Source: an optimization exercise on an open RTL-to-GDS flow (aim: small area, a short achievable clock period and few clock cycles). Production flows keep margins and buffers that such runs may drop. In this exercise RTL edits were held to simulation tests only and were not proved equivalent to the original. No activity file was given, so power comes from the tool's default toggle rates.

==> inputs of pepper <==
// systolic_array
module systolic_array #(
    parameter DATAWIDTH = 16,
    parameter N_SIZE = 5
)(
    input  wire clk,
    input  wire rst_n,
    input  wire valid_in,
    input  wire [N_SIZE*DATAWIDTH-1:0] matrix_a_in,
    input  wire [N_SIZE*DATAWIDTH-1:0] matrix_b_in,
    output reg  valid_out,
    output reg  [N_SIZE*2*DATAWIDTH-1:0] matrix_c_out
);
export LEC_CHECK = 0
export ABC_CLOCK_PERIOD_IN_PS = 3000
export CAP_MARGIN = 20
export CORE_MARGIN = 2
export CORE_UTILIZATION = 50
export SLEW_MARGIN = 20
export TNS_END_PERCENT = 0
create_clock -name core_clock -period 10.0 [get_ports {clk}]
standard.sh (not shown) runs the stock make flow with config.mk's settings and CLKGATE_MAP_FILE= SYNTH_SCRIPT=/design/flow/synth_recipe.tcl, a recipe that flattens the netlist after the stock synthesis.
==> flow/flow/run.sh <==
#!/bin/bash
set -euo pipefail
WORK=$(cd "$(dirname "$0")/.." && pwd)
cd "$WORK"
RES="$WORK/orfs/results/${FLOW_PLATFORM:-sky130hd}/systolic_array/base"
bash standard.sh "$RES/1_2_yosys.v" > synth_flow.log 2>&1
cp "$RES/1_2_yosys.v" "$WORK/1_2_yosys.standard.v"
python3 flow/polarity.py "$WORK/1_2_yosys.standard.v" "$RES/1_2_yosys.v" > polarity.log 2>&1
bash standard.sh SETUP_SLACK_MARGIN=6.5 finish > standard_flow.log 2>&1
Other scripts of this flow, unchanged in this note and not shown: flow/flow/polarity.py
==> amber (differences from pepper) <==
--- a/flow/design.v
+++ b/flow/design.v
@@ -1,19 +1,13 @@
 module pe (
     input  wire        clk,
     input  wire        rst_n,
-    input  wire [24:0] e_in,
-    input  wire [15:0] b_in,
+    input  wire [24:0] e,
+    input  wire [15:0] b,
     output reg  [31:0] cs,
     output wire [31:0] cc
 );
-    reg [24:0] e;
-    reg [15:0] b;
-    always @(posedge clk) begin
-        e <= e_in;
-        b <= b_in;
-    end
     reg  [31:0] cc_r;
     wire [31:0] cs_n, cc_n;
     wire t0 = e[2] ^ cs[0] ^ (((e[0] & b[0])) ^ e[2]);
     wire t1 = (e[2] & cs[0]) | ((((e[0] & b[0])) ^ e[2]) & (e[2] ^ cs[0]));
     wire t2 = cs[1] ^ cc[1] ^ (((e[0] & b[1]) | (e[1] & b[0])) ^ e[2]);
@@ -537,10 +531,26 @@
     assign cc[31] = cc_r[31];
     assign cc[0] = 1'b0;
     assign cc[15] = 1'b0;
     assign cc[30] = 1'b0;
 endmodule
+module booth_enc (
+    input  wire [15:0] x,
+    output wire [24:0] e
+);
+    wire [16:0] xp = {x, 1'b0};
+    genvar g;
+    generate
+        for (g = 0; g < 8; g = g + 1) begin : d
+            wire b2 = xp[2*g+2], b1 = xp[2*g+1], b0 = xp[2*g];
+            assign e[3*g + 0] = b1 ^ b0;
+            assign e[3*g + 1] = (b2 & ~b1 & ~b0) | (~b2 & b1 & b0);
+            assign e[3*g + 2] = b2 & ~(b1 & b0);
+        end
+    endgenerate
+    assign e[24] = x[15];
+endmodule
 module counter (
     input  wire clk,
     input  wire rst_n,
     input  wire valid_in,
     output reg  [4:0] sel
@@ -559,19 +569,18 @@
             sel <= {sel[3:0], d1};
         end
     end
 endmodule
 module mux (
-    input  wire [159:0] in_array,
-    input  wire [4:0]   sel,
+    input  wire [127:0] in_array,
+    input  wire [3:0]   sel,
     output wire [31:0]  out
 );
     assign out = ({32{sel[0]}} & in_array[0 +: 32])
                | ({32{sel[1]}} & in_array[32 +: 32])
                | ({32{sel[2]}} & in_array[64 +: 32])
-               | ({32{sel[3]}} & in_array[96 +: 32])
-               | ({32{sel[4]}} & in_array[128 +: 32]);
+               | ({32{sel[3]}} & in_array[96 +: 32]);
 endmodule
 module systolic_array #(
     parameter DATAWIDTH = 16,
     parameter N_SIZE = 5
 )(
@@ -582,75 +591,94 @@
     input  wire [N_SIZE*DATAWIDTH-1:0] matrix_b_in,
     output reg  valid_out,
     output reg  [N_SIZE*2*DATAWIDTH-1:0] matrix_c_out
 );
     localparam EW = 25;
-    wire [N_SIZE*EW-1:0] a_enc;
     genvar i, j;
+    wire [N_SIZE*DATAWIDTH-1:0] a_g = valid_in ? matrix_a_in : '0;
+    wire [N_SIZE*EW-1:0] a_e, b_e;
     generate
         for (i = 0; i < N_SIZE; i = i + 1) begin : enc
-            wire [15:0] x = matrix_a_in[i*DATAWIDTH +: DATAWIDTH];
-            wire [16:0] xp = {x, 1'b0};
-            for (j = 0; j < 8; j = j + 1) begin : g
-                wire b2 = xp[2*j+2], b1 = xp[2*j+1], b0 = xp[2*j];
-                assign a_enc[i*EW + 3*j + 0] = valid_in & (b1 ^ b0);
-                assign a_enc[i*EW + 3*j + 1] = valid_in & ((b2 & ~b1 & ~b0) | (~b2 & b1 & b0));
-                assign a_enc[i*EW + 3*j + 2] = valid_in & b2 & ~(b1 & b0);
-            end
-            assign a_enc[i*EW + 24] = valid_in & x[15];
+            booth_enc u_ea (.x(a_g[i*DATAWIDTH +: DATAWIDTH]), .e(a_e[i*EW +: EW]));
+            booth_enc u_eb (.x(matrix_b_in[i*DATAWIDTH +: DATAWIDTH]), .e(b_e[i*EW +: EW]));
         end
     endgenerate
-    reg [EW-1:0] a3_d1, a4_d1, a4_d2;
+    reg [N_SIZE*DATAWIDTH-1:0] a_r, b_r;
+    reg [N_SIZE*EW-1:0]        a_er, b_er;
+    always @(posedge clk) begin
+        a_r  <= a_g;
+        a_er <= a_e;
+        b_r  <= matrix_b_in;
+        b_er <= b_e;
+    end
+    reg [DATAWIDTH-1:0]        a4_r;
+    reg [EW-1:0]               a4_er;
+    reg [N_SIZE*DATAWIDTH-1:0] b4_r;
+    reg [N_SIZE*EW-1:0]        b4_er;
     always @(posedge clk or negedge rst_n) begin
         if (!rst_n) begin
-            a3_d1 <= '0;
-            a4_d1 <= '0;
-            a4_d2 <= '0;
+            a4_r  <= '0;
+            a4_er <= '0;
         end else begin
-            a3_d1 <= a_enc[3*EW +: EW];
-            a4_d1 <= a_enc[4*EW +: EW];
-            a4_d2 <= a4_d1;
+            a4_r  <= a_r[4*DATAWIDTH +: DATAWIDTH];
+            a4_er <= a_er[4*EW +: EW];
         end
     end
-    reg [N_SIZE*DATAWIDTH-1:0] b_d1, b_d2;
     always @(posedge clk) begin
-        b_d1 <= matrix_b_in;
-        b_d2 <= b_d1;
+        b4_r  <= b_r;
+        b4_er <= b_er;
     end
     wire [31:0] cs [0:N_SIZE*N_SIZE-1];
     wire [31:0] cc [0:N_SIZE*N_SIZE-1];
     generate
         for (i = 0; i < N_SIZE; i = i + 1) begin : row
-            wire [EW-1:0] ar = (i == 4) ? a4_d2 : (i == 3) ? a3_d1 : a_enc[i*EW +: EW];
-            wire [N_SIZE*DATAWIDTH-1:0] br = (i == 4) ? b_d2 : (i == 3) ? b_d1 : matrix_b_in;
+            wire [DATAWIDTH-1:0]        ar  = (i == 4) ? a4_r  : a_r[i*DATAWIDTH +: DATAWIDTH];
+            wire [EW-1:0]               aer = (i == 4) ? a4_er : a_er[i*EW +: EW];
+            wire [N_SIZE*DATAWIDTH-1:0] br  = (i == 4) ? b4_r  : b_r;
+            wire [N_SIZE*EW-1:0]        ber = (i == 4) ? b4_er : b_er;
             for (j = 0; j < N_SIZE; j = j + 1) begin : col
-                pe u_pe (
-                    .clk(clk), .rst_n(rst_n),
-                    .e_in(ar), .b_in(br[j*DATAWIDTH +: DATAWIDTH]),
-                    .cs(cs[i*N_SIZE+j]), .cc(cc[i*N_SIZE+j])
-                );
+                if ((i + j) % 2 == 0) begin : ea
+                    pe u_pe (
+                        .clk(clk), .rst_n(rst_n),
+                        .e(aer), .b(br[j*DATAWIDTH +: DATAWIDTH]),
+                        .cs(cs[i*N_SIZE+j]), .cc(cc[i*N_SIZE+j])
+                    );
+                end else begin : eb
+                    pe u_pe (
+                        .clk(clk), .rst_n(rst_n),
+                        .e(ber[j*EW +: EW]), .b(ar),
+                        .cs(cs[i*N_SIZE+j]), .cc(cc[i*N_SIZE+j])
+                    );
+                end
             end
         end
     endgenerate
     wire [N_SIZE-1:0] sel;
     counter u_ctl (
         .clk(clk), .rst_n(rst_n), .valid_in(valid_in),
         .sel(sel)
     );
     generate
         for (j = 0; j < N_SIZE; j = j + 1) begin : ocol
-            wire [31:0] s_sel, c_sel;
+            wire [31:0] s_nxt, c_nxt;
             mux u_ms (
-                .in_array({cs[4*N_SIZE+j], cs[3*N_SIZE+j], cs[2*N_SIZE+j], cs[1*N_SIZE+j], cs[j]}),
-                .sel(sel), .out(s_sel)
+                .in_array({cs[4*N_SIZE+j], cs[3*N_SIZE+j], cs[2*N_SIZE+j], cs[1*N_SIZE+j]}),
+                .sel(sel[3:0]), .out(s_nxt)
             );
             mux u_mc (
-                .in_array({cc[4*N_SIZE+j], cc[3*N_SIZE+j], cc[2*N_SIZE+j], cc[1*N_SIZE+j], cc[j]}),
-                .sel(sel), .out(c_sel)
+                .in_array({cc[4*N_SIZE+j], cc[3*N_SIZE+j], cc[2*N_SIZE+j], cc[1*N_SIZE+j]}),
+                .sel(sel[3:0]), .out(c_nxt)
             );
+            reg [31:0] hs, hc;
+            always @(posedge clk) begin
+                hs <= s_nxt;
+                hc <= c_nxt;
+            end
+            wire [31:0] s_o = sel[0] ? cs[j] : hs;
+            wire [31:0] c_o = sel[0] ? cc[j] : hc;
             always @(posedge clk)
-                matrix_c_out[j*32 +: 32] <= s_sel + c_sel;
+                matrix_c_out[j*32 +: 32] <= s_o + c_o;
         end
     endgenerate
     always @(posedge clk or negedge rst_n) begin
         if (!rst_n)
             valid_out <= 1'b0;
==> flow/flow/run.sh (replaced) <==
#!/bin/bash
set -euo pipefail
WORK=$(cd "$(dirname "$0")/.." && pwd)
cd "$WORK"
RES="$WORK/orfs/results/${FLOW_PLATFORM:-sky130hd}/systolic_array/base"
bash standard.sh "$RES/1_2_yosys.v" > synth_flow.log 2>&1
cp "$RES/1_2_yosys.v" "$WORK/1_2_yosys.standard.v"
python3 flow/polarity.py "$WORK/1_2_yosys.standard.v" "$RES/1_2_yosys.v" > polarity.log 2>&1
bash standard.sh SETUP_SLACK_MARGIN=6.5 "BUFFER_PORTS_ARGS=-buffer_cell sky130_fd_sc_hd__buf_4" finish > standard_flow.log 2>&1
==> flow_summary_export.csv <==
group,metric,value,unit
sta,clock_skew,0.08242,ns
routing,wl_met1,348100,um
pwr,power_frac_comb,0.646,
sta,slew_violations,1,
cells_and_area,largest_reg_flops,416,
cells_and_area,final_util,0.5599,
pwr,p_leak,0.1053,uW
global_route,grt_usage,0.3862,
run_status,status,"finished with violations",
worst_setup_path,crit_chain,"buf_4 -> a22oi_1 -> xor2_1 -> fa_1 -> fa_1 -> fa_1 -> fa_1 -> fa_1",
pwr,sw_frac_of_total,0.4531,
pwr,vdd_drop_max,0.0002205,V
run_status,so_faults,"max-slew violations",
Source of the figures above: amber

==> flow_summary_export.csv <==
group,metric,value,unit
run_status,status,"no timing/DRC/antenna violations",
cells_and_area,largest_reg_flops,800,
cells_and_area,final_util,0.5527,
sta,clock_skew,0.04723,ns
pwr,vdd_drop_max,0.0002257,V
routing,wl_met1,325600,um
global_route,grt_usage,0.4448,
sta,slew_violations,0,
worst_setup_path,crit_chain,"buf_16 -> buf_12 -> a222oi_1 -> nand2_1 -> ha_1 -> and3_1 -> a221o_2 -> a41oi_4 -> o21ai_2 -> nor4_1 -> nor4bb_1",
pwr,sw_frac_of_total,0.4589,
Source of the figures above: pepper

Testbench counts of pepper, summed over its fixed seeds: cycles 1,140.
Testbench counts of amber, summed over its fixed seeds: cycles 1,140.

[re-timing with driven ports]
Ports are ideal in the flow. The routed layouts listed here were re-timed in OpenROAD.
Step 1 (the two cells are an assumption about what drives the block):
set clk [get_ports {clk}]
set_driving_cell -lib_cell sky130_fd_sc_hd__clkbuf_16 $clk
set_driving_cell -lib_cell sky130_fd_sc_hd__buf_2 [delete_from_list [all_inputs] $clk]
Step 2, shift: input delay + t, output delay - t, t = (earliest + latest rising clock arrival at the registers) / 2. This alone moves slack from input paths to output paths.
a / b / c = ideal / step 1 / step 2; a / b = the first two.
run | t, ns | slack for setup (ns) | worst slew at a driven data input, ns
pepper | 1.110 | 5.720 / 5.720 / 5.564 | 0.21
amber | 1.135 | 6.298 / 6.258 / 5.683 | 0.30
For amber, which loses most, drivers alone change the setup slack by -0.040 ns; drivers and shift together by -0.615 ns. The worst setup slack also covers recovery checks on asynchronous resets.
